Background: an optimization exercise with open tools, aiming at small area. Do not read the settings as production practice.
In this exercise RTL edits were held to simulation tests only and were not proved equivalent to the original.
Power figures rest on the tool's default switching activity, not on a simulated workload.

**flow/config.mk**
```make
export PLATFORM = sky130hd
export DESIGN_NAME = myname
export DESIGN_NICKNAME = myname
export VERILOG_FILES = /design/flow/design.v
export SDC_FILE = /design/flow/constraint.sdc
export NUM_CORES = 4
export LEC_CHECK = 0
export ABC_AREA = 1
export CAP_MARGIN = 20
export CORE_MARGIN = 2
export CORE_UTILIZATION = 30
export CTS_BUF_LIST = sky130_fd_sc_hd__clkbuf_4
export SLEW_MARGIN = 20
```
**flow/constraint.sdc**
```tcl
create_clock -name core_clock -period 5.0 [get_ports {clk}]
set_input_delay 1.0000 -clock core_clock [delete_from_list [all_inputs] [get_ports {clk}]]
set_output_delay 1.0000 -clock core_clock [all_outputs]
set_load 0.01 [all_outputs]
```
**flow/design.v**
```verilog
module myname(M,dotout,selout,clk,rst);
input clk;
input rst;
output wire [3:0] M;
output wire [15:0] dotout;
output reg [3:0] selout;
assign M=4'b0110;
reg [8:0] cnt;
reg [3:0] d;
wire [3:0] sel = selout;
wire [3:0] dn;
wire wrap = ~cnt[0] & ~cnt[1] & ~cnt[2] & ~cnt[4] & ~cnt[5] & ~cnt[6] & ~cnt[7];
always @(posedge clk) begin
  if(rst) begin selout<=4'd0; cnt<=9'd256; d<=4'd10; end
  else begin
    selout<=selout+4'd1;
    cnt<={cnt[7], cnt[6], cnt[5], cnt[4]^wrap, cnt[3], cnt[2], cnt[1], cnt[0]^wrap, cnt[8]^cnt[4]};
    if(wrap) d<=dn;
  end
end
wire n29, n30, n31, n32, n33, n34, n35, n36, n37, n38, n39, n40, n41, n42, n44, n45, n46, n47, n48, n49, n50, n51, n52, n53, n54, n55, n56, n57, n58, n59, n60, n61, n62, n63, n64, n65, n66, n67, n68, n69, n70, n71, n72, n73, n74, n75, n76, n77, n78, n79, n80, n81, n82, n83, n84, n85, n86, n87, n88, n89, n90, n91, n92, n93, n94, n95, n96, n97, n98, n99, n100, n101, n102, n103, n104, n105, n106, n107, n108, n109, n110, n111, n112, n113, n114, n115, n116, n117, n118, n119, n120, n121, n122, n123, n124, n125, n126, n127, n128, n129, n130, n131, n132, n133, n134, n135, n136, n137, n138, n139, n140, n142, n143, n145, n147, n148, n150, n151, n152, n153, n154, n155, n156, n158, n159, n160, n161, n162, n163, n164, n165, n166, n167, n170, n171, n172, n173, n174, n175, n176, n177, n178, n179, n180, n181, n182, n184, n185, n186, n187, n188, n189, n190, n191, n192, n194, n195, n196, n198, n199, n200, n202, n203, n204, n205, n206, n207, n208, n209, n210, n212, n213, n215, n217, n219, n220, n221, n223, n224;
assign n29 = ~sel[0];
assign n30 = ~sel[1];
assign n31 = ~sel[2];
assign n32 = ~sel[3];
assign n33 = ~d[0];
assign n34 = ~d[1];
assign n35 = ~d[2];
assign n36 = ~d[3];
assign n37 = ~d[1] & ~d[3];
assign n38 = ~n37;
assign n39 = ~n33 | ~n37;
assign n40 = ~n33 | ~d[2];
assign n41 = ~n35 & ~n39;
assign n42 = ~n41 | (~sel[0] & ~n32);
assign dotout[1] = ~n42 & ~n30 & ~sel[2];
assign n44 = ~n29 & ~sel[2];
assign n45 = ~n44;
assign n46 = ~n29 & ~sel[1];
assign n47 = ~n46;
assign n48 = ~n31 & ~n32;
assign n49 = ~n48;
assign n50 = ~n36 & ~n49;
assign n51 = ~n47 & ~n36 & ~n49;
assign n52 = ~n34 & ~d[3];
assign n53 = ~n52;
assign n54 = ~n30 & ~n53;
assign n55 = ~sel[2] & ~d[3];
assign n56 = ~n55;
assign n57 = ~n54 & ~n32 & ~n56;
assign n58 = ~sel[1] | ~n32;
assign n59 = ~n58 & ~sel[2] & ~d[1];
assign n60 = ~n29 & ~sel[3];
assign n61 = ~n59 & ~n57 & ~n51 & (~n37 | ~n60);
assign n62 = ~n44 | ~n61;
assign n63 = ~sel[0] & ~n31;
assign n64 = ~n63;
assign n65 = ~n33 & ~d[2];
assign n66 = ~n65;
assign n67 = ~d[1] & ~n36;
assign n68 = ~n67;
assign n69 = ~n66 | (~sel[3] & ~n68);
assign n70 = ~n69;
assign n71 = ~n69 & (~n30 | ~sel[3] | ~n52);
assign n72 = ~sel[1] | ~sel[3];
assign n73 = ~n37 | ~n72;
assign n74 = ~n54 & ~n66;
assign n75 = ~n71 & (~n73 | ~n74);
assign n76 = n62 & (n64 | n75);
assign n77 = ~n31 | ~n46;
assign n78 = ~sel[0] & ~n30;
assign n79 = ~n78;
assign n80 = ~n32 & ~n79;
assign n81 = ~d[1] & ~n80;
assign n82 = ~n36 & (~n77 | ~n81);
assign n83 = ~n31 & ~sel[3];
assign n84 = (~sel[2] & ~n32) | (~n31 & ~sel[3]);
assign n85 = ~n58 | (~sel[1] & ~n32);
assign n86 = ~n85;
assign n87 = ~n84 & ~n85;
assign n88 = ~sel[0] & ~sel[1];
assign n89 = ~n88;
assign n90 = ~sel[1] & ~sel[2];
assign n91 = ~n90 & (~sel[2] | ~n89);
assign n92 = ~n46 & ~n78;
assign n93 = ~n92;
assign n94 = ~n91 & ~d[3] & ~n93;
assign n95 = ~n82 & ~n87 & ~n94;
assign n96 = ~n95;
assign n97 = ~n38 | ~n95;
assign n98 = ~n66 | ~n52 | ~n84;
assign n99 = ~n98 | (~n76 & ~n97);
assign n100 = n87 & (n50 | n92);
assign n101 = ~n95 & ~n100 & ~n34 & ~n66;
assign n102 = ~n75 | (~n63 & ~n101);
assign n103 = ~n102 | (~n61 & ~n66);
assign n104 = ~n103;
assign n105 = ~n33 & ~n35;
assign n106 = ~n105;
assign n107 = ~n106 & ~sel[3] & ~n45;
assign n108 = (~n31 | ~sel[3]) & (~n46 | ~n83);
assign n109 = ~n64 | ~n108;
assign n110 = ~n72 & ~n109;
assign n111 = ~n110;
assign n112 = ~d[0] | ~n111;
assign n113 = ~sel[2] & ~n89;
assign n114 = ~n112 | (~d[0] & ~n113);
assign n115 = ~d[2] & ~n114;
assign n116 = ~n107 & ~n115;
assign n117 = ~n86 & ~n116;
assign n118 = ~n37 | (~n103 & ~n117);
assign n119 = ~n118;
assign n120 = ~n91 | (~sel[3] & ~n45);
assign n121 = ~n42 & (~n72 | ~n120);
assign n122 = ~n39 & ~n108;
assign n123 = ~n33 & ~n38;
assign n124 = ~n123;
assign n125 = ~n121 & (~n63 | ~n123);
assign n126 = ~n125;
assign n127 = (~n96 & ~n121) | (~n122 & ~n126);
assign n128 = n127 & (n47 | n118);
assign n129 = ~n64 & ~n85;
assign n130 = ~sel[2] | ~n93;
assign n131 = ~d[0] | ~sel[2] | ~n93;
assign n132 = ~sel[0] & ~n84;
assign n133 = ~n92 & ~n109;
assign n134 = ~n133;
assign n135 = ~n112 & ~n132 & ~n133;
assign n136 = ~n135 & (~n129 | ~n131);
assign n137 = ~n68 | (~n53 & ~n85);
assign n138 = ~n65 | ~n137;
assign n139 = ~n128 | (~n136 & ~n138);
assign n140 = ~n99 & ~n139;
assign dotout[4] = ~n140;
assign n142 = ~d[0] | (~sel[3] & ~d[2]);
assign n143 = ~n41 & (~n33 | ~n52) & (~d[0] | ~n67);
assign dn[3] = ~n143;
assign n145 = ~n111 | ~n37 | (~sel[0] & ~n32 & ~n143);
assign dotout[2] = ~n145 & (~n104 | ~n142 | ~n140);
assign n147 = ~n61 & ~n128;
assign n148 = (~n61 & ~n128) | (~n91 & ~n98);
assign dotout[3] = n148 | (~n111 & ~n124);
assign n150 = ~n30 | ~n83;
assign n151 = ~n87 & (~n64 | ~n66 | ~n150);
assign n152 = ~n36 & ~n151;
assign n153 = ~n65 & ~n132;
assign n154 = ~n97 & (~n62 | ~n153);
assign n155 = ~n36 | (~n35 & ~n136);
assign n156 = ~n154 & (~n34 | ~n155);
assign dotout[5] = (~n61 & ~n128) | (~n152 & ~n156);
assign n158 = ~d[1] & ~n106;
assign n159 = (~n55 | ~n92 | ~n158) & (~n41 | ~n93);
assign n160 = ~n86 & ~n68 & ~n93;
assign n161 = ~n32 & ~n64;
assign n162 = ~n60 & ~n161;
assign n163 = ~n35 & ~n162;
assign n164 = ~n100 & ~n39 & ~n163;
assign n165 = (~n133 & ~n159) | (~n160 & ~n164);
assign n166 = ~n53 & ~n134;
assign n167 = ~n103 & ~n166;
assign dotout[6] = ~n165 | ~n167;
assign dotout[13] = ~n118 | (~n125 & ~n129);
assign n170 = ~n68 & ~n120;
assign n171 = ~n165 & ~n170;
assign n172 = ~n90 & ~n134;
assign n173 = (~n70 & ~n172 & ~n171) | (~n65 & ~n170);
assign n174 = ~n173;
assign n175 = ~dotout[13] & ~n86 & ~n173;
assign n176 = n165 & (sel[1] | n37);
assign n177 = (~n31 | ~n34) & (~n35 | ~n37) & (~n48 | ~n52);
assign n178 = n107 | (n35 & n161);
assign n179 = ~n30 & ~n38;
assign n180 = ~n122 & ~n166 & ~n101 & (~n178 | ~n179);
assign n181 = ~n180 | (~n65 & ~n87 & ~n177 & ~n176);
assign n182 = ~n175 & ~n181;
assign dotout[7] = ~n182;
assign n184 = ~n35 & ~n46;
assign n185 = ~n80 & ~d[3] & ~n35 & ~n46;
assign n186 = ~d[1] & ~n185 & ~n154 & (~n32 | ~n88);
assign n187 = ~n186;
assign n188 = ~n58 & ~n65;
assign n189 = ~n188;
assign n190 = n114 & (n45 | n189) & (sel[3] | n40);
assign n191 = ~d[3] & ~n190;
assign n192 = ~n191 & (~d[3] | ~n174);
assign dotout[8] = (~n187 & ~n192) | (~n182 & ~n186);
assign n194 = dotout[6] & (d[1] | n147);
assign n195 = ~n113 | ~n33 | ~d[2];
assign n196 = ~n38 & ~n121 & (~n150 | ~n195 | ~n131);
assign dotout[9] = n194 | n119 | n174 | n196;
assign n198 = ~n92 | ~n105 | (~n44 & ~n85);
assign n199 = ~n198 | (~sel[3] & ~d[0] & ~n184 & ~n130);
assign n200 = ~n199 & ~n147 & (~n65 | ~n110);
assign dotout[10] = n154 | (~n38 & ~n200);
assign n202 = ~sel[2] | ~d[2];
assign n203 = ~n139 | ~n202;
assign n204 = ~n203 & (~n35 | ~n90);
assign n205 = ~n77 & ~n124;
assign n206 = ~n47 & ~n202;
assign n207 = n99 | n205 | (n33 & n37 & n206);
assign n208 = ~n119 & ~dotout[7] & ~n56 & ~n79;
assign n209 = ~n119 & (~n56 | ~n188);
assign n210 = ~n182 & ~n209;
assign dotout[11] = n210 | n207 | n204 | n208;
assign n212 = ~dotout[9] | ~d[3] | ~n63;
assign n213 = ~n148 & (~n94 | ~n188);
assign dotout[12] = ~n213 | ~n212 | (~n133 & ~n159);
assign n215 = ~dotout[7] & ~n206;
assign dotout[14] = dotout[1] | (~n124 & ~n215);
assign n217 = ~d[2] | (~n44 & ~n63);
assign dotout[15] = (~n30 & ~n38 & ~n116) | (~n127 & ~n217);
assign n219 = ~d[0] & ~d[2];
assign n220 = ~n219;
assign n221 = ~n158 & (~d[3] | ~n219);
assign dn[0] = ~n221 | (~d[0] & ~n53) | (~n34 & ~d[2]);
assign n223 = ~n40 & ~n68;
assign n224 = ~n223 & (~d[1] | ~n65);
assign dn[1] = ~n224 | (~d[3] & ~n220);
assign dn[2] = (~d[3] & ~n105 & ~n219) | (~n52 & ~n220);
assign dotout[0] = 1'b0;
endmodule
```
**flow/flow/run.sh**
```bash
#!/bin/bash
# Own layout flow: the standard synthesis, then its combinational logic re-mapped
# with flow/abc.script (registers, their names and cell types unchanged), then
# the standard ORFS flow with single-size port buffers.
set -euo pipefail
HERE=$(pwd)
FLOWDIR=$HERE/flow
RES=$HERE/orfs/results/sky130hd/myname/base
LIB=$FLOW_HOME/platforms/sky130hd/lib/sky130_fd_sc_hd__tt_025C_1v80.lib
# the platform's don't-use cells (platforms/sky130hd/config.mk)
DONT_USE="sky130_fd_sc_hd__lpflow_bleeder_1 sky130_fd_sc_hd__lpflow_clkbufkapwr_1 sky130_fd_sc_hd__lpflow_clkbufkapwr_16 sky130_fd_sc_hd__lpflow_clkbufkapwr_2 sky130_fd_sc_hd__lpflow_clkbufkapwr_4 sky130_fd_sc_hd__lpflow_clkbufkapwr_8 sky130_fd_sc_hd__lpflow_clkinvkapwr_1 sky130_fd_sc_hd__lpflow_clkinvkapwr_16 sky130_fd_sc_hd__lpflow_clkinvkapwr_2 sky130_fd_sc_hd__lpflow_clkinvkapwr_4 sky130_fd_sc_hd__lpflow_clkinvkapwr_8 sky130_fd_sc_hd__lpflow_decapkapwr_12 sky130_fd_sc_hd__lpflow_decapkapwr_3 sky130_fd_sc_hd__lpflow_decapkapwr_4 sky130_fd_sc_hd__lpflow_decapkapwr_6 sky130_fd_sc_hd__lpflow_decapkapwr_8 sky130_fd_sc_hd__lpflow_inputiso0n_1 sky130_fd_sc_hd__lpflow_inputiso0p_1 sky130_fd_sc_hd__lpflow_inputiso1n_1 sky130_fd_sc_hd__lpflow_inputiso1p_1 sky130_fd_sc_hd__lpflow_inputisolatch_1 sky130_fd_sc_hd__lpflow_isobufsrc_1 sky130_fd_sc_hd__lpflow_isobufsrc_16 sky130_fd_sc_hd__lpflow_isobufsrc_2 sky130_fd_sc_hd__lpflow_isobufsrc_4 sky130_fd_sc_hd__lpflow_isobufsrc_8 sky130_fd_sc_hd__lpflow_isobufsrckapwr_16 sky130_fd_sc_hd__lpflow_lsbuf_lh_hl_isowell_tap_1 sky130_fd_sc_hd__lpflow_lsbuf_lh_hl_isowell_tap_2 sky130_fd_sc_hd__lpflow_lsbuf_lh_hl_isowell_tap_4 sky130_fd_sc_hd__lpflow_lsbuf_lh_isowell_4 sky130_fd_sc_hd__lpflow_lsbuf_lh_isowell_tap_1 sky130_fd_sc_hd__lpflow_lsbuf_lh_isowell_tap_2 sky130_fd_sc_hd__lpflow_lsbuf_lh_isowell_tap_4 sky130_fd_sc_hd__probe_p_8 sky130_fd_sc_hd__probec_p_8"
DU_ARGS=$(for c in $DONT_USE; do printf -- "-dont_use %s " $c; done)
EXTRA=()
[[ -f $FLOWDIR/make_args.txt ]] && mapfile -t EXTRA < <(grep -v '^#' $FLOWDIR/make_args.txt | grep .)
bash standard.sh synth > standard_synth.log 2>&1
if [[ -f $FLOWDIR/abc.script ]]; then
  cp $RES/1_2_yosys.v $HERE/std_1_2_yosys.v
  cat > remap.ys <<EOT
read_liberty -overwrite -ignore_miss_func -setattr liberty_cell $LIB
blackbox sky130_fd_sc_hd__dfxtp_1 sky130_fd_sc_hd__dfxtp_2 sky130_fd_sc_hd__dfxtp_4
read_verilog $HERE/std_1_2_yosys.v
hierarchy -top myname
flatten
rename -hide w:*.*
opt_clean -purge
delete A:liberty_cell
read_liberty -lib $LIB
abc -script $FLOWDIR/abc.script -liberty $LIB $DU_ARGS
opt_clean -purge
hilomap -singleton -hicell sky130_fd_sc_hd__conb_1 HI -locell sky130_fd_sc_hd__conb_1 LO
stat -liberty $LIB
check -assert
write_verilog -noattr -nohex -nodec $RES/1_2_yosys.v
EOT
  yosys -l remap.log remap.ys > /dev/null 2>&1
  rm -f $RES/1_synth.odb $RES/1_synth.sdc
fi
bash standard.sh "${EXTRA[@]}" finish > standard_finish.log 2>&1
```
**flow/flow/abc.script**
```
strash; dch; map -B 0.9; mfs2; strash; dch; map -B 0.9
```
**flow/flow/make_args.txt**
```
BUFFER_PORTS_ARGS=-buffer_cell sky130_fd_sc_hd__buf_1
CTS_ARGS=-sink_clustering_enable -repair_clock_nets -buf_list sky130_fd_sc_hd__clkbuf_4 -dont_use_dummy_load
```
**flow/standard.sh**
```bash
#!/bin/bash
# synth_recipe.tcl (not shown) runs the flow's synth.tcl, then flattens the netlist and writes it again
# the make line also repeats each setting of config.mk as NAME=value (left out here)
make -C /OpenROAD-flow-scripts/flow DESIGN_CONFIG=/design/flow/config.mk WORK_HOME=/design/flow/orfs CLKGATE_MAP_FILE= SYNTH_SCRIPT=/design/flow/synth_recipe.tcl "${@:-finish}"
```
==> results of run 1 <==
## layer usage
| metal | routed length, um | GRT usage |
|---|---|---|
| met1 | 2330 | 0.277 |
| met2 | 2570 | 0.343 |
| met3 | 689 | 0.0335 |
| met4 | 375 | 0.135 |
| met5 | 0 | 0 |
## placed cells by master (no fill, tap or decap), drive strengths merged, types with 5 or more instances in the layout
cell type	n
nor2	43
a21oi	18
buf	24
nand4	5
conb	5
o211ai	5
nand3	19
nand2	80
dfxtp	17
nor3	7
o21ai	23
clkinv	42
## flip-flops by register name (all words and copies together), names as in the netlist
name	cells
selout	4
d	4
cnt	9
## worst max-delay path: cells and delay by family (launching register included)
| kind | cells | cell delay [ns] |
|---|---|---|
| AOI/OAI and AO/OA | 1 | 0.21 |
| buffers and inverters | 3 | 0.61 |
| DFF | 1 | 0.64 |
| and+or+nand+nor | 12 | 1.69 |
## stage by stage
stage,worst slack (ns),cell area [um^2],cells
2_1_floorplan,1.60,1540,284
3_3_place_gp,0.871,1720,375
3_5_place_dp,1.01,1720,375
4_1_cts,0.673,1750,378
5_1_grt,0.173,1750,378
6_report,0.586,1750,378
## area by class of cell
cell class | instances | area [um^2]
multi-input combinational | 225 | 1040
clock buffer | 3 | 22.5
fill | 546 | 3070
tap | 67 | 83.8
sequential | 17 | 340
inverter | 42 | 158
timing repair buffer | 24 | 105
## path summary, 6_finish.rpt
kind | from | endpoint | slack, ns | depth (start not counted)
hold reg to reg | cnt[3] | cnt[4] | 0.40 | 2
setup / recovery | selout[3] | dotout[14] | 0.59 | 16
hold / removal | cnt[3] | cnt[4] | 0.40 | 2
setup reg to reg | cnt[4] | d[0] | 3.10 | 6
## power by group through the flow
| stage | sequential, W | combinational [W] | clock, W |
|---|---|---|---|
| final | 0.000178 | 0.000241 | 0.0000645 |
| after global routing | 0.000180 | 0.000266 | 0.0000740 |
| after CTS | 0.000177 | 0.000232 | 0.0000706 |
| after detailed placement | 0.000180 | 0.000231 | 0 |
| after global placement | 0.000181 | 0.000242 | 0 |
| after floorplan | 0.000172 | 0.000158 | 0 |
==> notes.md, run 1 <==
Top Ports 26; first-pass GRT wire length 9.52 mm; Required @ worst endpoint 4.00 ns; setup violators final 0; sw power 0.000236 W; part of the power in the clock network 0.133; die area 5670 um^2; Sink Count 17; RSZ-0062 raised after global routing no; Worst setup EP type output pin; Pint approximately 0.00025 W; arrival time of the worst setup path 3.41 ns; Power per Cell Area about 280 nW/um^2; type of origin of the critical path flop; Hold Crit Class flop to flop; post-DP HPWL 4.59 mm; Crit Path Max Fanout 13; DR WL/cell 15.8 um; aggregate routed wire length 5.97 mm; hold buffers post-CTS 0; syn avg cell area 5.42 um^2; Final #Nets 315; share of layout cells above drive strength 1 0.0289; delay of the slowest critical-path stage ~0.64 ns; Synthesis Warnings 1; final max-slew violation count 0; PortBufs 20; Switching Fraction 0.487; TritonCTS buffer count 3; setup TNS 0 ns; core area 4820 um^2; Clock Latency Late Sink roughly 0.28 ns; highest-delay cell along the critical path dfxtp_1; Mapped Cells 281; CP cell instances clkinv_1, nand2_1, nand2_1, nor2_1, clkinv_1, nand3_1, nand2_1, nand2_1, nand2_1, nand3_1, nand2_1, nand4_1, nand2_1, o21ai_0, nand2_1, buf_1; area grow syn2layout 14.6%; Gate power share 0.498; post-DR vias/cell 5.70; final core occ 0.363; outcome complete, no violations; CTS tree done; Slew headroom 0.448; number of setup buffers added after CTS 0; GRT overflow 0; post-route ant nets 0; Final Power 0.000484 W; Top cell by count, worst path nand2_1; transition time of the tightest slew-check pin 0.820 ns; Remaining DRCs 0; CTS root buffer clkbuf_4; Leak 0.724 nW; peak supply drop approximately 0.00017 V; vias in the first global route approximately 2000; initial antenna violation count 0; violation count after the first detailed-route iteration 389; DRT Pass-1 Iters 6; post-CTS sizing 0; smallest hold slack 0.402 ns; routed vias about 2200; Worst-path clk slew 0.09 ns; Max Fclk 227 MHz; Longest Clk Path Bufs 2; ant diodes 0; Max Cap Violations 0; critical path type flop to output pin; Tmin final 4.41 ns; Chip Height 75.3 um; largest net degree at the start of global routing 16; final RePlAce weighted congestion 1.05; Total GRT Usage 0.217; num rows 25; Clock Skews 0.00648 ns; Initial Utilization 0.316; mapped cell area 1520 um^2; fin crit share 0.883; H-tree Lvls 1; die width 75.3 um; Flop pwr share 0.368; final hold violations 0
==> run 2: changes to the inputs <==
--- a/flow/config.mk
+++ b/flow/config.mk
@@ -10,4 +10,5 @@
 export CORE_MARGIN = 2
 export CORE_UTILIZATION = 30
 export CTS_BUF_LIST = sky130_fd_sc_hd__clkbuf_4
+export GPL_TIMING_DRIVEN = 0
 export SLEW_MARGIN = 20
==> notes.md, run 2 <==
first-pass GRT wire length 9.07 mm (-4.8%); aggregate routed wire length 5.60 mm (-6.1%); biggest regs cnt: 9 flops, d: 4 flops, selout: 4 flops; GRT overflow 0 (unchanged); CP Launch Point d[0]; final hold violations 0 (unchanged); number of setup buffers added after CTS 0 (unchanged); initial antenna violation count 0 (unchanged); Worst-path clk slew 0.10 ns (about the same); DRT Pass-1 Iters 6 (unchanged); vias in the first global route 1875 (-7.9%); violation count after the first detailed-route iteration 319 (-18%); hold path start cnt[6]; smallest hold slack 0.383 ns (-0.0190 ns); Synthesis Warnings 1 (unchanged); Crit Path Max Fanout 9 (-4); largest net degree at the start of global routing 16 (unchanged); number of buffers and inverters on the critical path 3 (unchanged); Mapped Cells 281 (unchanged); TritonCTS buffer count 3 (unchanged); commonest non-fill, non-tap cell in the layout nand2_1; DR WL/cell 15.0 um (-5.1%); post-route ant nets 0 (unchanged); PortBufs 20 (unchanged); transition time of the tightest slew-check pin 1.08 ns (+0.256 ns); setup violators final 0 (unchanged); CP cell instances clkinv_1, nor2_1, clkinv_1, o21ai_0, a31oi_1, nor2_1, nand2_1, nand3_1, nand2_1, nand4_1, nand2_1, o21ai_0, nand2_1, buf_1; RSZ-0062 raised after global routing no; share of layout cells above drive strength 1 0.0195 (-0.00939); Longest Clk Path Bufs 2 (unchanged); highest-delay cell along the critical path dfxtp_1; Power per Cell Area 273 nW/um^2 (-1.5%); met1 WL 2.26 mm (-3.4%); Worst setup EP type output pin; post-DP HPWL 4.38 mm (-4.5%); final max-slew violation count 0 (unchanged); routed vias 2047 (-5.0%); Top cell by count, worst path nand2_1; Total GRT Usage 0.209 (-0.00780); Max Fclk 227 MHz (+0.41%); Hold Crit Class flop to flop; Finished Layout Cells 374 (-1.1%); hold buffers post-CTS 0 (unchanged); Remaining DRCs 0 (unchanged); CTS root buffer clkbuf_4; Tmin final 4.40 ns (-0.0182 ns); H-tree Lvls 1 (unchanged); largest delay contributor family on the critical path simple AND/OR/NAND/NOR gates; max FFs per register 9 (unchanged); post-DR vias/cell 5.47 (-4.0%); critical path type flop to output pin; CTS tree done; mapped cell area 1520 um^2 (unchanged); Clock Latency Late Sink 0.28 ns (about the same); peak supply drop 0.000184 V (+6.9%); core area 4820 um^2 (unchanged); setup TNS 0 ns (unchanged); Largest Register cnt; Max Used Layer met4; ant diodes 0 (unchanged); type of origin of the critical path flop; worst flop-to-flop path startpoint cnt[4]; fin crit share 0.879 (-0.00365); syn avg cell area 5.42 um^2 (unchanged); Sink Count 17 (unchanged); final RePlAce weighted congestion 0.952 (-8.9%); area grow syn2layout 12.7%; PnR worst setup slack 0.604 ns (+0.0182 ns); Top Ports 26 (unchanged); placed insts 371 (-1.1%); die width 75.3 um (unchanged); Clock Skews 0.0244 ns (+0.0179 ns); Required @ worst endpoint 4.00 ns (about the same); num rows 25 (unchanged); Chip Height 75.3 um (unchanged); outcome complete, no violations; delay of the slowest critical-path stage 0.51 ns (-0.13 ns); Final #Nets 311 (-1.3%); Leak 0.704 nW (-2.7%); Setup WS pre-CTS 0.818 ns (-0.194 ns); Slew headroom 0.280 (-0.168); arrival time of the worst setup path 3.40 ns (about the same); DR WL met3 780 um (+13%); Initial Utilization 0.316 (unchanged); Max Cap Violations 0 (unchanged); most frequent cells in the layout nand2_1 (80), nor2_1 (43), clkinv_1 (42); die area 5670 um^2 (unchanged); metal2 WL 2.36 mm (-8.1%)
run 2: cell count changes in the layout (fill, tap and decap cells not counted), sizes merged:
cell,change
buf,-4
run 2: path summary, 6_finish.rpt:
check                    end  slack, ns  depth (start not counted)
setup / recovery  dotout[14]       0.60                         14
hold / removal        cnt[7]       0.38                          2
setup reg to reg        d[0]       3.09                          6
hold reg to reg       cnt[7]       0.38                          2
run 2: tightest hold or removal path, stage by stage (launching register included):
cell and delay, ns:
dfxtp_1 0.31, clkinv_1 0.04, nor2_1 0.03
run 2: stage by stage:
stage          area (um^2)  total power [W]   util
2_1_floorplan         1540         0.000330      -
3_3_place_gp          1690         0.000407  0.352
3_5_place_dp          1690         0.000401  0.352
4_1_cts               1720         0.000465  0.356
5_1_grt               1720         0.000505  0.357
6_report              1720         0.000469  0.357
run 2: power breakdown:
part / leakage, nW / total [W] / switching [W] / internal (W)
registers: 0.141 / 0.000177 / 0.0000273 / 0.000150
clock network: 0.0138 / 0.0000630 / 0.0000351 / 0.0000279
logic: 0.549 / 0.000228 / 0.000164 / 0.0000647
total: 0.704 / 0.000469 / 0.000226 / 0.000242
run 2: layer usage:
layer  global-route usage  vias to the layer above
met5                    0                        -
met4                0.105                        0
met3               0.0442                       25
met2                0.298                      156
met1                0.297                      877
li1                     -                      989
run 2: area by class of cell:
cell class / count / area (um^2)
multi-input cells: 225 / 1040
inverters: 42 / 158
flip-flops and latches: 17 / 342
clock buffers: 3 / 22.5
fillers: 551 / 3100
repair buffers: 20 / 75.1
well taps: 67 / 83.8
run 2: repair_timing:
item                                    4_1_cts  5_1_grt
endpoints found under the setup margin        0        1
gates resized for setup                       0        1
hold endpoints to repair                      0        0
==> run 3: changes to the inputs <==
--- a/flow/config.mk
+++ b/flow/config.mk
@@ -8,7 +8,6 @@
 export ABC_AREA = 1
 export CAP_MARGIN = 20
 export CORE_MARGIN = 2
-export CORE_UTILIZATION = 30
+export CORE_UTILIZATION = 40
 export CTS_BUF_LIST = sky130_fd_sc_hd__clkbuf_4
-export GPL_TIMING_DRIVEN = 0
 export SLEW_MARGIN = 20
==> notes.md, run 3 <==
outcome complete, no violations; Worst setup EP type output pin; setup violators final 0 (unchanged); aggregate routed wire length 6.03 mm (+7.6%); die width 65.7 um (-13%); violation count after the first detailed-route iteration 338 (+6.0%); DRT Pass-1 Iters 7 (+1); final RePlAce weighted congestion 1.05 (+10%); routed vias 2122 (+3.7%); Longest Clk Path Bufs 2 (unchanged); Clock Latency Late Sink 0.29 ns (about the same); Leak 0.714 nW (+1.4%); setup TNS 0 ns (unchanged); final hold violations 0 (unchanged); Slew headroom 0.422 (+0.143); post-DP HPWL 4.61 mm (+5.3%); PnR worst setup slack 0.506 ns (-0.0975 ns); max FFs per register 9 (unchanged); Synthesis Warnings 1 (unchanged); PortBufs 20 (unchanged); Tmin final 4.49 ns (+0.0975 ns); mapped cell area 1520 um^2 (unchanged); post-route ant nets 0 (unchanged); area grow syn2layout 12.1%; initial antenna violation count 0 (unchanged); fin crit share 0.899 (+0.0195); hold path start cnt[3]; RSZ-0062 raised after global routing no; Setup WS pre-CTS 0.992 ns (+0.174 ns); number of setup buffers added after CTS 0 (unchanged); cells on worst reg2reg path 6 (unchanged); CTS root buffer clkbuf_4; vias in the first global route 1999 (+6.6%); Hold Path Depth 2 (unchanged); Max Cap Violations 0 (unchanged); H-tree Lvls 1 (unchanged); most frequent cells in the layout nand2_1 (80), nor2_1 (43), clkinv_1 (42); type of origin of the critical path flop; Power per Cell Area 282 nW/um^2 (+3.5%); Top cell by count, worst path nand2_1; first-pass GRT wire length 9.68 mm (+6.8%); Sink Count 17 (unchanged); biggest regs cnt: 9 flops, d: 4 flops, selout: 4 flops; R2R setup slack 3.03 ns (-0.06 ns); TritonCTS buffer count 3 (unchanged); ant diodes 0 (unchanged); peak supply drop 0.000173 V (-5.6%); delay of the slowest critical-path stage 0.67 ns (+0.16 ns); post-DR vias/cell 5.94 (+8.6%); Hold Crit Endpoint cnt[4]; Worst-path clk slew 0.10 ns (about the same); worst flop-to-flop path startpoint cnt[4]; largest delay contributor family on the critical path simple AND/OR/NAND/NOR gates; post-CTS sizing 0 (unchanged); DR WL/cell 16.9 um (+13%); commonest non-fill, non-tap cell in the layout nand2_1; Largest Register cnt; Remaining DRCs 0 (unchanged); Max Fclk 223 MHz (-2.2%); critical path type flop to output pin; GRT overflow 0 (unchanged); Hold Crit Class flop to flop; WP depth 19 (+5); Required @ worst endpoint 4.00 ns (about the same); Critical R2R Capture d[0]; die area 4320 um^2 (-24%); Crit Path Max Fanout 13 (+4); Chip Height 65.7 um (-13%); number of buffers and inverters on the critical path 3 (unchanged); Final #Nets 313 (+0.64%); arrival time of the worst setup path 3.49 ns (+0.09 ns); CP cell instances clkinv_1, nand2_1, nand2_1, nor2_1, clkinv_1, nand3_1, nand2_1, nand2_1, nand2_1, nand3_1, nand3_1, nand2_1, nand2_1, nand2_1, nand2_1, nand2_1, nand2_1, nand2_1, buf_1; Total GRT Usage 0.294 (+0.0848); Top Ports 26 (unchanged); share of layout cells above drive strength 1 0.0227 (+0.00311); Mapped Cells 281 (unchanged); num rows 22 (-12%); CTS tree done; syn avg cell area 5.42 um^2 (unchanged); final core occ 0.467 (+0.110); core area 3660 um^2 (-24%); Clock Skews 0.0245 ns (+0.000109 ns); transition time of the tightest slew-check pin 0.859 ns (-0.218 ns); highest-delay cell along the critical path dfxtp_1; largest net degree at the start of global routing 16 (unchanged); hold buffers post-CTS 0 (unchanged); Initial Utilization 0.416 (+0.0999); final max-slew violation count 0 (unchanged)
[run 3: final cells by class]
cell class              count  area [um^2]
clock buffers               3         22.5
fillers                   445         1950
inverters                  42          158
multi-input cells         225         1040
flip-flops and latches     17          340
well taps                  48         60.1
repair buffers             22         90.1
[run 3: metal layers]
metal	global-route usage	part of all wire	vias up
met2	0.485	0.46	170
met5	0	0	-
met3	0.0394	0.11	46
met4	0.185	0.055	0
met1	0.358	0.37	913
li1	-	-	993
[run 3: worst max-delay path by stage]
stage	from	end	slack (ns)
floorplan	selout[3]	dotout[12]	1.60
CTS	selout[3]	dotout[12]	0.66
finish	selout[3]	dotout[12]	0.51
global placement	selout[3]	dotout[12]	0.89
detailed placement	selout[3]	dotout[12]	0.99
global route	selout[3]	dotout[12]	0.22
[run 3: per-stage QoR]
stage               instance area, um^2  cells  total power [W]  hold slack (ns)
floorplan                          1540    284         0.000330            0.383
global placement                   1690    354         0.000416            0.388
detailed placement                 1690    354         0.000409            0.390
CTS                                1710    357         0.000475            0.405
global route                       1710    357         0.000516            0.419
finish                             1710    357         0.000482            0.402
[run 3: tightest hold or removal path, stage by stage (launching register included)]
cell	delay [ns]
dfxtp_1	0.31
clkinv_1	0.04
nor2_1	0.03
[run 3: where the power goes]
group / switching [W] / internal (W) / leakage, nW / total, W
combinational: 0.000170 / 0.0000677 / 0.560 / 0.000237
clock: 0.0000369 / 0.0000279 / 0.0138 / 0.0000648
sequential: 0.0000302 / 0.000150 / 0.140 / 0.000180
==> run 4: changes to the inputs <==
--- a/flow/config.mk
+++ b/flow/config.mk
@@ -10,4 +10,5 @@
 export CORE_MARGIN = 2
 export CORE_UTILIZATION = 40
 export CTS_BUF_LIST = sky130_fd_sc_hd__clkbuf_4
+export GPL_TIMING_DRIVEN = 0
 export SLEW_MARGIN = 20
==> notes.md, run 4 <==
Hold Crit Endpoint cnt[8]; final core occ 0.462 (-0.00410); max FFs per register 9 (unchanged); Max Cap Violations 0 (unchanged); final RePlAce weighted congestion 1.01 (-4.1%); hold path start cnt[7]; Clock Skews 0.0286 ns (+0.00409 ns); commonest non-fill, non-tap cell in the layout nand2_1; most frequent cells in the layout nand2_1 (80), nor2_1 (43), clkinv_1 (42); die area 4320 um^2 (unchanged); Critical R2R Capture d[0]; Initial Utilization 0.416 (unchanged); share of layout cells above drive strength 1 0.0163 (-0.00637); DR WL/cell 15.7 um (-7.0%); critical path type flop to output pin; outcome complete, no violations; Final #Nets 311 (-0.64%); Sink Count 17 (unchanged); post-route ant nets 0 (unchanged); setup TNS 0 ns (unchanged); Synthesis Warnings 1 (unchanged); PortBufs 20 (unchanged); post-DP HPWL 4.36 mm (-5.4%); fin crit share 0.937 (+0.0385); final hold violations 0 (unchanged); syn avg cell area 5.42 um^2 (unchanged); arrival time of the worst setup path 3.69 ns (+0.20 ns); Mapped Cells 281 (unchanged); Setup WS pre-CTS 0.829 ns (-0.163 ns); met1 Track Usage GR 0.338 (-0.0202); post-CTS sizing 0 (unchanged); largest net degree at the start of global routing 16 (unchanged); Largest Register cnt; Worst-path clk slew 0.10 ns (about the same); area grow syn2layout 11.1%; die width 65.7 um (unchanged); GR peak layer met2; Top Ports 26 (unchanged); hold buffers post-CTS 0 (unchanged); initial antenna violation count 0 (unchanged); transition time of the tightest slew-check pin 1.06 ns (+0.201 ns); aggregate routed wire length 5.57 mm (-7.5%); Max Fclk 213 MHz (-4.1%); DRT Pass-1 Iters 6 (-1); post-DR vias/cell 5.85 (-1.7%); PnR worst setup slack 0.314 ns (-0.192 ns); Chip Height 65.7 um (unchanged); final max-slew violation count 0 (unchanged); H-tree Lvls 1 (unchanged); Crit Path Max Fanout 13 (unchanged); mapped cell area 1520 um^2 (unchanged); vias in the first global route 1910 (-4.5%); num rows 22 (unchanged); ant diodes 0 (unchanged); first-pass GRT wire length 9.07 mm (-6.3%); R2R setup slack 3.06 ns (+0.03 ns); met2 usage 0.452 (-0.0328); Hold Path Depth 1 (-1); Longest Clk Path Bufs 2 (unchanged); number of setup buffers added after CTS 0 (unchanged); GRT overflow 0 (unchanged); filler instances 437 (-1.8%); worst flop-to-flop path startpoint cnt[4]; Hold Crit Class flop to flop; core area 3660 um^2 (unchanged); cells on worst reg2reg path 6 (unchanged); Slew headroom 0.291 (-0.132); Total GRT Usage 0.272 (-0.0224); TritonCTS buffer count 3 (unchanged); type of origin of the critical path flop; Leak 0.703 nW (-1.5%); Power per Cell Area 277 nW/um^2 (-1.8%); Remaining DRCs 0 (unchanged); biggest regs cnt: 9 flops, d: 4 flops, selout: 4 flops; CP Launch Point selout[3]; CTS root buffer clkbuf_4; Worst setup EP type output pin; Tmin final 4.69 ns (+0.192 ns); peak supply drop 0.000179 V (+3.2%); Clock Latency Late Sink 0.29 ns (about the same); Required @ worst endpoint 4.00 ns (about the same); violation count after the first detailed-route iteration 220 (-35%); met3 GRT Util 0.0308 (-0.00856); RSZ-0062 raised after global routing no; routed vias 2075 (-2.2%); setup violators final 0 (unchanged); CTS tree done
[run 4: cell types whose count changed in the layout (fill, tap and decap cells not counted)]
cell and change:
buf_4 -2
[run 4: worst max-delay path by stage]
stage                     slack (ns)  cells past startpoint          to
after floorplan                 1.60                     18  dotout[12]
after global placement          0.71                     16  dotout[14]
after detailed placement        0.83                     16  dotout[14]
after CTS                       0.47                     16  dotout[14]
after global routing            0.04                     16  dotout[14]
final                           0.31                     16  dotout[14]
[run 4: power by group]
part,switching [W],total (W),internal (W)
combinational,0.000162,0.000227,0.0000647
sequential,0.0000285,0.000178,0.000150
clock,0.0000366,0.0000645,0.0000279
[run 4: through the flow]
step / instances / hold slack, ns / total power [W] / cell area, um^2
after global routing: 355 / 0.416 / 0.000507 / 1690
after floorplan: 284 / 0.383 / 0.000330 / 1540
after detailed placement: 352 / 0.398 / 0.000400 / 1670
after global placement: 352 / 0.387 / 0.000404 / 1670
final: 355 / 0.402 / 0.000469 / 1690
after CTS: 355 / 0.410 / 0.000467 / 1690
[run 4: layout make-up]
class | count | area (um^2) | share of cell area
flip-flops and latches | 17 | 340 | 0.201
inverters | 42 | 158 | 0.0931
multi-input cells | 225 | 1040 | 0.613
repair buffers | 20 | 75.1 | 0.0443
clock buffers | 3 | 22.5 | 0.0133
well taps | 48 | 60.1 | 0.0355
[run 4: layer usage]
| metal | share of wire | vias up |
|---|---|---|
| met2 | 0.45 | 158 |
| met4 | 0.056 | 0 |
| met3 | 0.11 | 30 |
| li1 | - | 995 |
| met5 | 0 | - |
| met1 | 0.38 | 892 |
[run 4: critical path: stages (launching register included)]
cell,delay (ns)
dfxtp_1,0.65
clkinv_1,0.39
nand2_1,0.21
nand2_1,0.19
nor2_1,0.38
clkinv_1,0.12
nand3_1,0.20
nand2_1,0.11
nand2_1,0.07
nand2_1,0.09
nand3_1,0.11
nand2_1,0.14
nand4_1,0.17
nand2_1,0.12
o21ai_0,0.22
nand2_1,0.09
buf_1,0.13
==> run 5: changes to the inputs <==
==> flow/flow/make_args.txt (replaced) <==
BUFFER_PORTS_ARGS=-buffer_cell sky130_fd_sc_hd__buf_1
CTS_ARGS=-sink_clustering_enable -repair_clock_nets -buf_list sky130_fd_sc_hd__clkbuf_4 -dont_use_dummy_load
SKIP_REPAIR_TIE_FANOUT=1
--- a/flow/config.mk
+++ b/flow/config.mk
@@ -8,7 +8,7 @@
 export ABC_AREA = 1
 export CAP_MARGIN = 20
 export CORE_MARGIN = 2
-export CORE_UTILIZATION = 40
+export CORE_UTILIZATION = 50
 export CTS_BUF_LIST = sky130_fd_sc_hd__clkbuf_4
 export GPL_TIMING_DRIVEN = 0
 export SLEW_MARGIN = 20
==> notes.md, run 5 <==
Sink Count 17 (unchanged); initial antenna violation count 0 (unchanged); type of origin of the critical path flop; mapped cell area 1520 um^2 (unchanged); max FFs per register 9 (unchanged); largest net degree at the start of global routing 16 (unchanged); Max Cap Violations 0 (unchanged); H-tree Lvls 1 (unchanged); post-DP HPWL 4.22 mm (-3.2%); Worst setup EP type output pin; most frequent cells in the layout nand2_1 (80), nor2_1 (43), clkinv_1 (42); area grow syn2layout 9.11%; Pint 0.000243 W (about the same); Worst-path clk slew 0.10 ns (about the same); post-CTS sizing 0 (unchanged); Required @ worst endpoint 4.00 ns (about the same); aggregate routed wire length 5.37 mm (-3.7%); Longest Clk Path Bufs 2 (unchanged); vias in the first global route 1899 (-0.58%); R2R setup slack 2.93 ns (-0.13 ns); ant diodes 0 (unchanged); Total GRT Usage 0.335 (+0.0630); critical path type flop to output pin; routed vias 2070 (-0.24%); Top Ports 26 (unchanged); Chip Height 59.2 um (-9.9%); final RePlAce weighted congestion 0.959 (-4.9%); setup TNS 0 ns (unchanged); arrival time of the worst setup path 3.52 ns (-0.17 ns); Flop pwr share 0.383 (+0.003); share of layout cells above drive strength 1 0.0164 (+0.000161); final hold violations 0 (unchanged); Crit Path Max Fanout 13 (unchanged); filler instances 322 (-26%); Leak 0.694 nW (-1.4%); Hold Crit Class flop to flop; sw power 0.000223 W (-1.8%); syn avg cell area 5.42 um^2 (unchanged); Initial Utilization 0.512 (+0.0955); PortBufs 20 (unchanged); hold buffers post-CTS 0 (unchanged); first-pass GRT wire length 8.71 mm (-3.9%); num rows 20 (-9.1%); Largest Register cnt; post-DR vias/cell 6.14 (+5.1%); Clock Latency Late Sink 0.30 ns (about the same); CTS root buffer clkbuf_4; peak supply drop 0.000201 V (+13%); RSZ-0062 raised after global routing no; TritonCTS buffer count 3 (unchanged); CTS tree done; FF+latch area 340 um^2 (unchanged); violation count after the first detailed-route iteration 182 (-17%); fin crit share 0.905 (-0.0324); DR WL/cell 15.9 um (+1.4%); Mapped Cells 281 (unchanged); Power per Cell Area 280 nW/um^2 (+0.96%); Max Fclk 221 MHz (+3.6%); die width 59.2 um (-9.9%); outcome complete, no violations; die area 3510 um^2 (-19%); core area 2980 um^2 (-19%); Final Power 0.000465 W (-0.83%); DRT Pass-1 Iters 5 (-1); post-route ant nets 0 (unchanged); Synthesis Warnings 1 (unchanged); Clock Skews 0.0330 ns (+0.00442 ns); number of setup buffers added after CTS 0 (unchanged); setup violators final 0 (unchanged); Final #Nets 308 (-0.96%); GRT overflow 0 (unchanged); Remaining DRCs 0 (unchanged); final max-slew violation count 0 (unchanged); Gate power share 0.481 (-0.002); Switching Fraction 0.479 (-0.00451); area of the multi-input gates 1030 um^2 (-1.1%); Tmin final 4.52 ns (-0.162 ns); part of the power in the clock network 0.137 (about the same); biggest regs cnt: 9 flops, d: 4 flops, selout: 4 flops; Slew headroom 0.316 (+0.0256); transition time of the tightest slew-check pin 1.02 ns (-0.0383 ns); commonest non-fill, non-tap cell in the layout nand2_1
[run 5: final timing paths]
check,startpoint,endpoint,cells after the start
worst min register to register,cnt[7],cnt[8],1
worst max-delay path,selout[3],dotout[14],16
worst min-delay path,cnt[7],cnt[8],1
worst max register to register,cnt[4],d[0],6
[run 5: final cells by class]
type	count	share of cell area
clock buffer	3	0.0135
inverter	42	0.0948
multi-input combinational	222	0.617
sequential	17	0.205
tap	33	0.0248
timing repair buffer	20	0.0451
[run 5: power groups by stage]
stage          Sequential [W]  Clock (W)  Combinational (W)
6_report             0.000178  0.0000637           0.000224
4_1_cts              0.000177  0.0000674           0.000218
3_5_place_dp         0.000180          0           0.000217
5_1_grt              0.000182  0.0000718           0.000252
3_3_place_gp         0.000180          0           0.000220
2_1_floorplan        0.000172          0           0.000158
[run 5: critical path, cell delays in order (launching register included)]
cell      delay [ns]
dfxtp_1         0.67
clkinv_1        0.41
nand2_1         0.21
nand2_1         0.16
nor2_1          0.34
clkinv_1        0.11
nand3_1         0.14
nand2_1         0.08
nand2_1         0.06
nand2_1         0.09
nand3_1         0.10
nand2_1         0.13
nand4_1         0.17
nand2_1         0.12
o21ai_0         0.23
nand2_1         0.07
buf_1           0.13
[run 5: metal layers]
layer,global-route usage,wire [um],vias to the layer above
li1,-,-,988
met1,0.408,1960,881
met2,0.531,2460,156
met3,0.0371,561,45
met4,0.263,382,0
met5,0,0,-
[run 5: per-stage QoR]
step / setup WS, ns / hold slack, ns / utilization / std cells / instance area, um^2
2_1_floorplan: 1.60 / 0.383 / - / 281 / 1520
3_5_place_dp: 0.970 / 0.402 / 0.551 / 334 / 1640
4_1_cts: 0.606 / 0.411 / 0.558 / 337 / 1660
3_3_place_gp: 0.887 / 0.386 / 0.551 / 334 / 1640
5_1_grt: 0.125 / 0.423 / 0.558 / 337 / 1660
6_report: 0.476 / 0.410 / 0.558 / 337 / 1660
==> run 6: changes to the inputs <==
==> flow/flow/make_args.txt (replaced) <==
BUFFER_PORTS_ARGS=-buffer_cell sky130_fd_sc_hd__buf_1
CTS_ARGS=-sink_clustering_enable -repair_clock_nets -buf_list sky130_fd_sc_hd__clkbuf_4 -dont_use_dummy_load
==> notes.md, run 6 <==
Worst-path clk slew 0.10 ns (about the same); Worst setup EP type output pin; RSZ-0062 raised after global routing no; Longest Clk Path Bufs 2 (unchanged); Clock Latency Late Sink 0.28 ns (-0.02 ns); vias in the first global route 1881 (-0.95%); Top cell by count, worst path nand2_1; Tmin final 4.64 ns (+0.121 ns); Synthesis Warnings 1 (unchanged); largest net degree at the start of global routing 16 (unchanged); die width 59.2 um (unchanged); num rows 20 (unchanged); post-CTS sizing 0 (unchanged); placed insts 337 (+0.90%); CTS tree done; critical path type flop to output pin; post-DP HPWL 4.13 mm (-2.3%); Required @ worst endpoint 4.00 ns (about the same); core area 2980 um^2 (unchanged); routed vias 2105 (+1.7%); final hold violations 0 (unchanged); Mapped Cells 281 (unchanged); number of setup buffers added after CTS 0 (unchanged); Top Ports 26 (unchanged); number of buffers and inverters on the critical path 3 (unchanged); highest-delay cell along the critical path dfxtp_1; DRT Pass-1 Iters 5 (unchanged); CP cell instances clkinv_1, nand2_1, nand2_1, nor2_1, clkinv_1, nand3_1, nand2_1, nand2_1, nand2_1, nand3_1, nand3_1, nand2_1, nand2_1, nand2_1, nand2_1, nand2_1, nand2_1, nand2_1, buf_1; TritonCTS buffer count 3 (unchanged); Largest Register cnt; PortBufs 20 (unchanged); Initial Utilization 0.512 (unchanged); max FFs per register 9 (unchanged); initial antenna violation count 0 (unchanged); outcome complete, no violations; delay of the slowest critical-path stage 0.64 ns (-0.03 ns); Chip Height 59.2 um (unchanged); transition time of the tightest slew-check pin 0.981 ns (-0.0404 ns); violation count after the first detailed-route iteration 217 (+19%); final max-slew violation count 0 (unchanged); post-route ant nets 0 (unchanged); arrival time of the worst setup path 3.64 ns (+0.12 ns); syn avg cell area 5.42 um^2 (unchanged); Clock Skews 0.0199 ns (-0.0131 ns); largest delay contributor family on the critical path simple AND/OR/NAND/NOR gates; Slew headroom 0.343 (+0.0270); Final #Nets 311 (+0.97%); aggregate routed wire length 5.33 mm (-0.67%); final RePlAce weighted congestion 0.997 (+4.0%); Crit Path Max Fanout 13 (unchanged); Hold Crit Class flop to flop; H-tree Lvls 1 (unchanged); Finished Layout Cells 340 (+0.89%); Max Fclk 215 MHz (-2.6%); setup violators final 0 (unchanged); peak supply drop 0.000199 V (-1.0%); Leak 0.703 nW (+1.4%); share of layout cells above drive strength 1 0.0163 (-0.000161); mapped cell area 1520 um^2 (unchanged); hold buffers post-CTS 0 (unchanged); die area 3510 um^2 (unchanged); commonest non-fill, non-tap cell in the layout nand2_1; Max Cap Violations 0 (unchanged); first-pass GRT wire length 8.65 mm (-0.79%); CTS root buffer clkbuf_4; type of origin of the critical path flop; DR WL/cell 15.7 um (-1.5%); Power per Cell Area 279 nW/um^2 (-0.38%); GRT overflow 0 (unchanged); fin crit share 0.929 (+0.0242); post-DR vias/cell 6.19 (+0.79%); ant diodes 0 (unchanged); setup TNS 0 ns (unchanged); Total GRT Usage 0.320 (-0.0148); biggest regs cnt: 9 flops, d: 4 flops, selout: 4 flops; Remaining DRCs 0 (unchanged); Sink Count 17 (unchanged); area grow syn2layout 9.85%; most frequent cells in the layout nand2_1 (80), nor2_1 (43), clkinv_1 (42)
run 6: path summary, 6_finish.rpt:
| check | start | endpoint | slack, ns | depth (start not counted) |
|---|---|---|---|---|
| worst max-delay path | selout[3] | dotout[12] | 0.36 | 19 |
| worst min-delay path | cnt[6] | cnt[7] | 0.40 | 2 |
| worst max register to register | cnt[4] | d[0] | 3.02 | 6 |
| worst min register to register | cnt[6] | cnt[7] | 0.40 | 2 |
run 6: area by class of cell:
cell class	count	area [um^2]
Timing Repair Buffer	20	75.1
Sequential cell	17	340
Tap cell	33	41.3
Clock buffer	3	22.5
Inverter	42	158
Multi-Input combinational cell	225	1040
Fill cell	326	1300
run 6: worst min-delay path, cell delays in order, from the launching register on:
cell      delay, ns
dfxtp_1        0.31
clkinv_1       0.04
nor2_1         0.03
run 6: through the flow:
stage / hold slack (ns) / power [W] / cell area [um^2] / utilization / setup WS, ns
finish: 0.403 / 0.000467 / 1670 / 0.562 / 0.355
global placement: 0.386 / 0.000401 / 1650 / 0.555 / 0.711
floorplan: 0.383 / 0.000330 / 1540 / - / 1.60
detailed placement: 0.392 / 0.000397 / 1650 / 0.555 / 0.858
CTS: 0.405 / 0.000461 / 1670 / 0.562 / 0.518
global route: 0.405 / 0.000502 / 1670 / 0.562 / 0.0892
run 6: power breakdown:
part	total, W	switching (W)	internal [W]
Clock	0.0000644	0.0000365	0.0000279
Sequential	0.000178	0.0000282	0.000150
Combinational	0.000224	0.000160	0.0000648
run 6: metal layers:
metal | vias to the layer above | wire length (um) | GRT usage
li1 | 982 | - | -
met1 | 917 | 1950 | 0.401
met2 | 162 | 2380 | 0.496
met3 | 44 | 545 | 0.0306
met4 | 0 | 457 | 0.256
met5 | - | 0 | 0
==> run 7: changes to the inputs <==
==> flow/design.v (replaced) <==
module myname(M,dotout,selout,clk,rst);
input clk;
input rst;
output wire [3:0] M;
output wire [15:0] dotout;
output reg [3:0] selout;
assign M=4'b0110;
reg [8:0] cnt;
reg [3:0] d;
wire [3:0] sel = selout;
wire [3:0] dn;
wire wrap = ~cnt[0] & ~cnt[1] & ~cnt[2] & ~cnt[4] & ~cnt[5] & ~cnt[6] & ~cnt[7];
always @(posedge clk) begin
  if(rst) begin selout<=4'd0; cnt<=9'd256; d<=4'd10; end
  else begin
    selout<=selout+4'd1;
    cnt<={cnt[7], cnt[6], cnt[5], cnt[4]^wrap, cnt[3], cnt[2], cnt[1], cnt[0]^wrap, cnt[8]^cnt[4]};
    if(wrap) d<=dn;
  end
end
wire n29, n30, n31, n32, n33, n34, n35, n36, n37, n38, n39, n40, n41, n42, n43, n44, n45, n46, n48, n49, n50, n51, n52, n53, n54, n55, n56, n57, n58, n59, n60, n61, n62, n63, n64, n65, n66, n67, n68, n69, n70, n71, n72, n73, n74, n75, n76, n77, n78, n79, n80, n81, n82, n83, n84, n85, n86, n87, n88, n89, n90, n91, n92, n93, n94, n95, n96, n97, n98, n99, n100, n101, n102, n103, n104, n105, n106, n107, n108, n109, n110, n111, n112, n113, n114, n115, n116, n117, n118, n119, n120, n121, n122, n123, n124, n125, n126, n127, n128, n129, n130, n132, n133, n134, n135, n136, n138, n139, n140, n141, n142, n143, n144, n145, n146, n147, n148, n149, n150, n151, n152, n153, n154, n155, n156, n157, n158, n159, n160, n161, n162, n165, n166, n167, n168, n169, n170, n171, n172, n174, n176, n178, n180, n181, n184, n185, n186, n187, n188, n190, n191, n192, n193, n194, n196, n198, n199, n201, n202, n203;
assign n29 = ~sel[0];
assign n30 = ~sel[1];
assign n31 = ~sel[2];
assign n32 = ~sel[3];
assign n33 = ~d[0];
assign n34 = ~d[1];
assign n35 = ~d[2];
assign n36 = ~d[3];
assign n37 = ~d[1] & ~d[3];
assign n38 = ~n37;
assign n39 = ~n35 & ~n38;
assign n40 = ~n39;
assign n41 = ~n33 | ~n39;
assign n42 = ~n30 & ~sel[2];
assign n43 = ~n42;
assign n44 = ~sel[0] & ~n32;
assign n45 = ~n44;
assign n46 = ~n42 | ~n45;
assign dotout[1] = ~n41 & ~n46;
assign n48 = ~n29 & ~sel[3];
assign n49 = ~n44 & ~n48;
assign n50 = ~n49;
assign n51 = ~n41 & ~n50;
assign n52 = ~n30 | ~sel[2];
assign n53 = ~sel[3] & ~n52;
assign n54 = ~n29 | ~n53;
assign n55 = ~n30 & ~n32;
assign n56 = ~n55;
assign n57 = ~n54 | ~n43 | ~n56;
assign n58 = ~n51 | ~n57;
assign n59 = ~d[1] | ~n36;
assign n60 = ~sel[2] & ~sel[3];
assign n61 = ~n60;
assign n62 = ~n29 & ~sel[1];
assign n63 = ~n62;
assign n64 = ~n63 | (~sel[0] & ~n30);
assign n65 = ~n31 & ~n32;
assign n66 = ~n65;
assign n67 = (~n60 | ~n64) & (~n62 | ~n65);
assign n68 = ~n59 & ~n67;
assign n69 = ~n33 & ~d[2];
assign n70 = ~n69;
assign n71 = ~n30 & ~n31;
assign n72 = ~n71;
assign n73 = ~n37 | (~n35 & ~n72);
assign n74 = ~n29 & ~n30;
assign n75 = ~n60 | ~n74;
assign n76 = ~n75;
assign n77 = ~d[0] | ~n66;
assign n78 = ~n75 | ~n77;
assign n79 = ~n73 & ~n78;
assign n80 = ~d[1] & ~n36;
assign n81 = ~n80;
assign n82 = ~n79 & (~n31 | ~n56 | ~n80);
assign n83 = ~n29 & (~n66 | ~n70);
assign n84 = ~sel[0] & ~n31;
assign n85 = ~n84;
assign n86 = ~sel[1] & (~n61 | ~n85);
assign n87 = n82 | n83 | n86;
assign n88 = n87 & (n63 | n66 | n70);
assign n89 = ~d[3] & ~n88;
assign n90 = ~sel[1] & ~sel[2];
assign n91 = ~n72 | (~sel[1] & ~sel[2]);
assign n92 = ~n34 & ~n91;
assign n93 = ~n88 | (~d[3] & ~n92);
assign n94 = ~n43 | (~n55 & ~n60);
assign n95 = ~n50 & ~n94;
assign n96 = ~n70 & ~n95;
assign n97 = ~n93 | ~n96;
assign n98 = (~n59 & ~n67) | (~n89 & ~n97);
assign n99 = ~n46 | (~n45 & ~n52);
assign n100 = ~n90 | (~n29 & ~n32);
assign n101 = n100 & d[0] & n35;
assign n102 = ~n57 & ~n85;
assign n103 = n101 & (n72 | n102);
assign n104 = ~n99 & ~n103;
assign n105 = ~n59 & ~n104;
assign n106 = n53 | n69 | n84;
assign n107 = ~n105 & (~n80 | ~n94 | ~n106);
assign n108 = ~n69 & ~sel[0] & ~n107;
assign n109 = ~n108;
assign n110 = ~sel[0] | ~d[2];
assign n111 = ~n32 & ~n90;
assign n112 = ~sel[0] & ~n35;
assign n113 = ~n110 & ~n111;
assign n114 = ~n113 & (~n111 | ~n112);
assign n115 = ~n95 & ~d[0] & ~n73;
assign n116 = ~n98 & ~n108 & (~n114 | ~n115);
assign n117 = ~n116 | ~n94 | ~d[1] | ~n36;
assign n118 = ~n32 & n99;
assign n119 = ~n80 | ~n118;
assign n120 = ~n32 & ~d[0];
assign n121 = ~n61 & ~n74;
assign n122 = ~n54 | (~n77 & ~n121);
assign n123 = ~n122 & (~n71 | ~n120 | ~n29);
assign n124 = ~d[1] & ~d[2];
assign n125 = n119 & n117 & (n70 | n81 | n123);
assign n126 = ~n58 | ~n125;
assign n127 = ~n32 & ~d[2];
assign n128 = ~n76 & ~n102;
assign n129 = (~n32 & ~d[2] & ~n100) | (~n33 & ~n128);
assign n130 = ~n98 & ~n108 & ~n129 & (~sel[1] | ~n126);
assign dotout[13] = ~n38 & ~n130;
assign n132 = (~n63 & ~dotout[13]) | (~n62 & ~n89);
assign n133 = ~n132 & (~n58 | ~n125 | ~sel[1]);
assign n134 = ~n133;
assign n135 = ~n49 & ~n64;
assign n136 = ~n135;
assign dotout[6] = ~n116 | (~n81 & ~n136);
assign n138 = n87 | n29 | sel[3];
assign n139 = ~d[0] | ~n37;
assign n140 = ~d[0] & ~d[3];
assign n141 = ~n140;
assign n142 = ~n140 & ~n43 & ~n69;
assign n143 = ~d[2] & ~n141;
assign n144 = ~n143;
assign n145 = ~n72 & ~n144;
assign n146 = ~n142 & ~n145 & (~sel[2] | ~d[3] | ~n69);
assign n147 = ~n146 & ~sel[3] & ~d[1];
assign n148 = ~n118 & ~n135;
assign n149 = ~n65 | ~n74;
assign n150 = ~d[2] & ~n139 & ~n149;
assign n151 = ~n150;
assign n152 = ~n151 | ~n119 | (~n33 & ~n40 & ~n148);
assign n153 = ~n152 & (~n139 | ~n147);
assign n154 = ~n138 & ~n153;
assign n155 = ~n154 & (~n138 | ~n153);
assign n156 = ~n155 & ~n133 & (~n69 | ~n80 | ~dotout[6]);
assign n157 = ~sel[2] | ~n37;
assign n158 = ~sel[1] | ~n157 | n156 | ~n48;
assign n159 = ~n104 | (~n36 & ~n56);
assign n160 = ~n159 | (~n36 & ~n104);
assign n161 = ~n144 & ~d[1] & ~n91;
assign n162 = ~n68 & ~n161 & (~d[1] | ~n96 | ~n160);
assign dotout[7] = ~n88 | ~n162 | ~n158 | (~n32 & ~n109);
assign dotout[5] = ~n107 | ~n134 | (~n40 & ~n123);
assign n165 = ~dotout[7] | ~dotout[5];
assign n166 = ~n165;
assign n167 = n121 & (n51 | n101);
assign n168 = ~n81 & ~n43 & ~n69;
assign n169 = ~n85 & ~n139;
assign n170 = ~n136 | (~n168 & ~n169);
assign n171 = n112 | sel[1] | n120;
assign n172 = ~n170 | (~n157 & ~n171);
assign dotout[9] = n166 | n98 | n167 | n172;
assign n174 = (d[2] | dotout[9]) & (d[0] | n127);
assign dotout[2] = n37 & n149 & (n126 | n174);
assign n176 = n57 | ~n70;
assign dotout[3] = ~n134 | (~n139 & ~n149) | (~n117 & ~n176);
assign n178 = ~n126 & ~n133 & (~n55 | ~n169);
assign dotout[4] = ~n178;
assign n180 = ~n82 & n123;
assign n181 = (~n162 & ~n180) | (~n41 & ~n171);
assign dotout[8] = n150 | n181 | n166 | (n29 & n168);
assign dotout[10] = ~n156 | (~n59 & ~n104);
assign n184 = n132 & (n36 | n91);
assign n185 = ~n31 | ~d[0] | ~n39;
assign n186 = ~n185 & n64;
assign n187 = ~n52 & ~n110;
assign n188 = ~n186 & ~n147 & (~n33 | ~n39 | ~n187);
assign dotout[11] = ~n117 | ~n188 | (~n178 & ~n184);
assign n190 = ~n36 | ~n74;
assign n191 = ~n176 & (~n125 | ~n190);
assign n192 = ~n40 & ~n87;
assign n193 = ~n41 & ~sel[0] & ~n30;
assign n194 = ~n133 & ~n191 & ~n192 & ~n193;
assign dotout[12] = ~n194 | (~n64 & ~n185);
assign n196 = ~dotout[7] & ~n187;
assign dotout[14] = (~n41 & ~n46) | (~n139 & ~n196);
assign n198 = ~n165 | (~sel[0] & ~n178);
assign n199 = ~n198 | (~sel[0] & ~n178 & ~n165);
assign dotout[15] = ~n151 | (~n40 & ~n199);
assign n201 = ~n35 & ~n140;
assign n202 = ~n37 & (~d[0] | ~n80);
assign n203 = ~n201 | ~n202;
assign dn[0] = n203 & (n201 | n202);
assign dn[1] = ~n144 | (~n81 & ~n203) | (~n34 & ~n70);
assign dn[2] = ~n201 & (~d[1] | ~n143) & (~d[0] | ~d[3]);
assign dn[3] = (~n33 & ~n81) | (~n124 & ~n141);
assign dotout[0] = 1'b0;
endmodule
==> flow/flow/make_args.txt (replaced) <==
BUFFER_PORTS_ARGS=-buffer_cell sky130_fd_sc_hd__buf_1
CTS_ARGS=-sink_clustering_enable -repair_clock_nets -buf_list sky130_fd_sc_hd__clkbuf_4 -dont_use_dummy_load
SKIP_REPAIR_TIE_FANOUT=1
==> notes.md, run 7 <==
Finished Layout Cells 323 (-5.0%); outcome complete, no violations; Clock Latency Late Sink 0.28 ns (about the same); die area 3360 um^2 (-4.3%); arrival time of the worst setup path 3.42 ns (-0.22 ns); H-tree Lvls 1 (unchanged); Hold Crit Class flop to flop; max FFs per register 9 (unchanged); Worst setup EP type output pin; num rows 19 (-5.0%); DRT Pass-1 Iters 5 (unchanged); Slew headroom 0.646 (+0.303); TritonCTS buffer count 3 (unchanged); post-route ant nets 0 (unchanged); commonest non-fill, non-tap cell in the layout nand2_1; Clock Skews 0.000476 ns (-0.0195 ns); fin crit share 0.885 (-0.0444); Top cell by count, worst path nand2_1; highest-delay cell along the critical path dfxtp_1; syn avg cell area 5.40 um^2 (-0.34%); Chip Height 57.9 um (-2.2%); area grow syn2layout 9.38%; placed insts 320 (-5.0%); Remaining DRCs 0 (unchanged); vias in the first global route 1647 (-12%); ant diodes 0 (unchanged); CP cell instances clkinv_1, nand2_1, clkinv_1, a21oi_1, clkinv_1, nand3_1, nand2_1, nand3_1, nand4_1, nor2_1, clkinv_1, nand2_1, nor2_1, nand3_1, nand2_1, nand2_1, nand2_1, nand2_1, buf_1; CTS tree done; share of layout cells above drive strength 1 0.0137 (-0.00259); Required @ worst endpoint 4.00 ns (about the same); aggregate routed wire length 4.63 mm (-13%); final hold violations 0 (unchanged); Sink Count 17 (unchanged); Max Fclk 226 MHz (+5.0%); post-DP HPWL 3.69 mm (-11%); transition time of the tightest slew-check pin 0.530 ns (-0.451 ns); post-DR vias/cell 5.86 (-5.3%); PortBufs 20 (unchanged); DR WL/cell 14.3 um (-8.7%); delay of the slowest critical-path stage 0.55 ns (-0.09 ns); Crit Path Max Fanout 11 (-2); final max-slew violation count 0 (unchanged); most frequent cells in the layout nand2_1 (70), nor2_1 (46), clkinv_1 (42); critical path type flop to output pin; Mapped Cells 269 (-4.3%); Leak 0.680 nW (-3.3%); Final #Nets 296 (-4.8%); FF+latch area 340 um^2 (unchanged); violation count after the first detailed-route iteration 222 (+2.3%); mapped cell area 1450 um^2 (-4.6%); Synthesis Warnings 1 (unchanged); Max Cap Violations 0 (unchanged); largest net degree at the start of global routing 15 (-1); final core occ 0.577 (+0.0145); core area 2760 um^2 (-7.4%); Largest Register cnt; number of setup buffers added after CTS 0 (unchanged); Total GRT Usage 0.295 (-0.0248); filler instances 300 (-8.0%); biggest regs cnt: 9 flops, d: 4 flops, selout: 4 flops; post-CTS sizing 0 (unchanged); GRT overflow 0 (unchanged); hold buffers post-CTS 0 (unchanged); final RePlAce weighted congestion 1.01 (+0.89%); CTS root buffer clkbuf_4; die width 57.9 um (-2.2%); Top Ports 26 (unchanged); routed vias 1893 (-10%); peak supply drop 0.000343 V (+72%); Initial Utilization 0.527 (+0.0155); RSZ-0062 raised after global routing no; PnR worst setup slack 0.577 ns (+0.222 ns); Longest Clk Path Bufs 2 (unchanged); area of the multi-input gates 956 um^2 (-7.8%); Power per Cell Area 337 nW/um^2 (+21%); type of origin of the critical path flop; setup TNS 0 ns (unchanged); Worst-path clk slew 0.09 ns (about the same); Tmin final 4.42 ns (-0.222 ns); initial antenna violation count 0 (unchanged); Setup WS pre-CTS 1.05 ns (+0.189 ns); first-pass GRT wire length 7.76 mm (-10%); setup violators final 0 (unchanged)
run 7: report_power, final:
group          internal (W)  switching, W
clock             0.0000279     0.0000396
combinational     0.0000833      0.000195
sequential         0.000155     0.0000348
run 7: layout make-up:
class | instances | area share
Multi-Input combinational cell | 210 | 0.601
Sequential cell | 17 | 0.214
Inverter | 42 | 0.0991
Timing Repair Buffer | 20 | 0.0472
Tap cell | 31 | 0.0244
Clock buffer | 3 | 0.0142
run 7: final timing paths:
path / from / to / slack [ns] / depth (start not counted)
max reg2reg: d[2] / d[1] / 3.14 / 5
min: cnt[3] / cnt[4] / 0.40 / 2
min reg2reg: cnt[3] / cnt[4] / 0.40 / 2
max: selout[2] / dotout[15] / 0.58 / 19
run 7: metal layers:
layer  GRT usage  wire length, um  vias up
li1            -                -      939
met3      0.0580              531       15
met1       0.455             2090      818
met4      0.0731               80        0
met2       0.417             1920      121
met5           0                0        -
run 7: critical path: cells and delay by family, from the launching register on:
kind,cells,cell delay (ns)
AND/OR/NAND/NOR,13,1.48
buffers and inverters,5,0.91
flip-flops,1,0.55
AO/OA/AOI/OAI,1,0.20
run 7: stage by stage:
step                      hold WS (ns)  total power [W]  instance area [um^2]
after global placement           0.385         0.000467                  1570
after floorplan                  0.383         0.000382                  1450
after global routing             0.419         0.000579                  1590
final                            0.400         0.000536                  1590
after CTS                        0.403         0.000530                  1590
after detailed placement         0.390         0.000464                  1570

[static timing again, ports no longer ideal]
In the flow no input, the clock included, has a driving cell. The finished layouts below were timed again as built, in two steps.
Step 1, drivers: a clkbuf_16 drives clk and a buf_2 each remaining input, both assumed.
Step 2 times the ports against the registers' clock, not the clock port: input delays grow and output delays shrink by t, the midpoint of the rising clock arrivals with the driver on.
Slacks: ideal ports / drivers / drivers and shift; pairs: ideal ports / drivers.
run	shift t [ns]	setup WS [ns]	worst setup path at the end	latest minus earliest clock arrival (ns)	slew at the worst register clock pin (ns)
run 1	0.289	0.586 / 0.570 / 0.860	register to output	0.007 / 0.007	0.09 / 0.09
run 2	0.288	0.604 / 0.587 / 0.876	register to output	0.025 / 0.025	0.10 / 0.10
run 3	0.293	0.506 / 0.489 / 0.783	register to output	0.024 / 0.025	0.10 / 0.10
run 4	0.290	0.314 / 0.296 / 0.587	register to output	0.029 / 0.029	0.10 / 0.10
run 5	0.298	0.476 / 0.457 / 0.756	register to output	0.033 / 0.033	0.10 / 0.10
run 6	0.292	0.355 / 0.336 / 0.628	register to output	0.020 / 0.020	0.10 / 0.10
run 7	0.299	0.577 / 0.557 / 0.857	register to output	0.001 / 0.001	0.09 / 0.09
After both steps setup and hold are still met in every run listed.
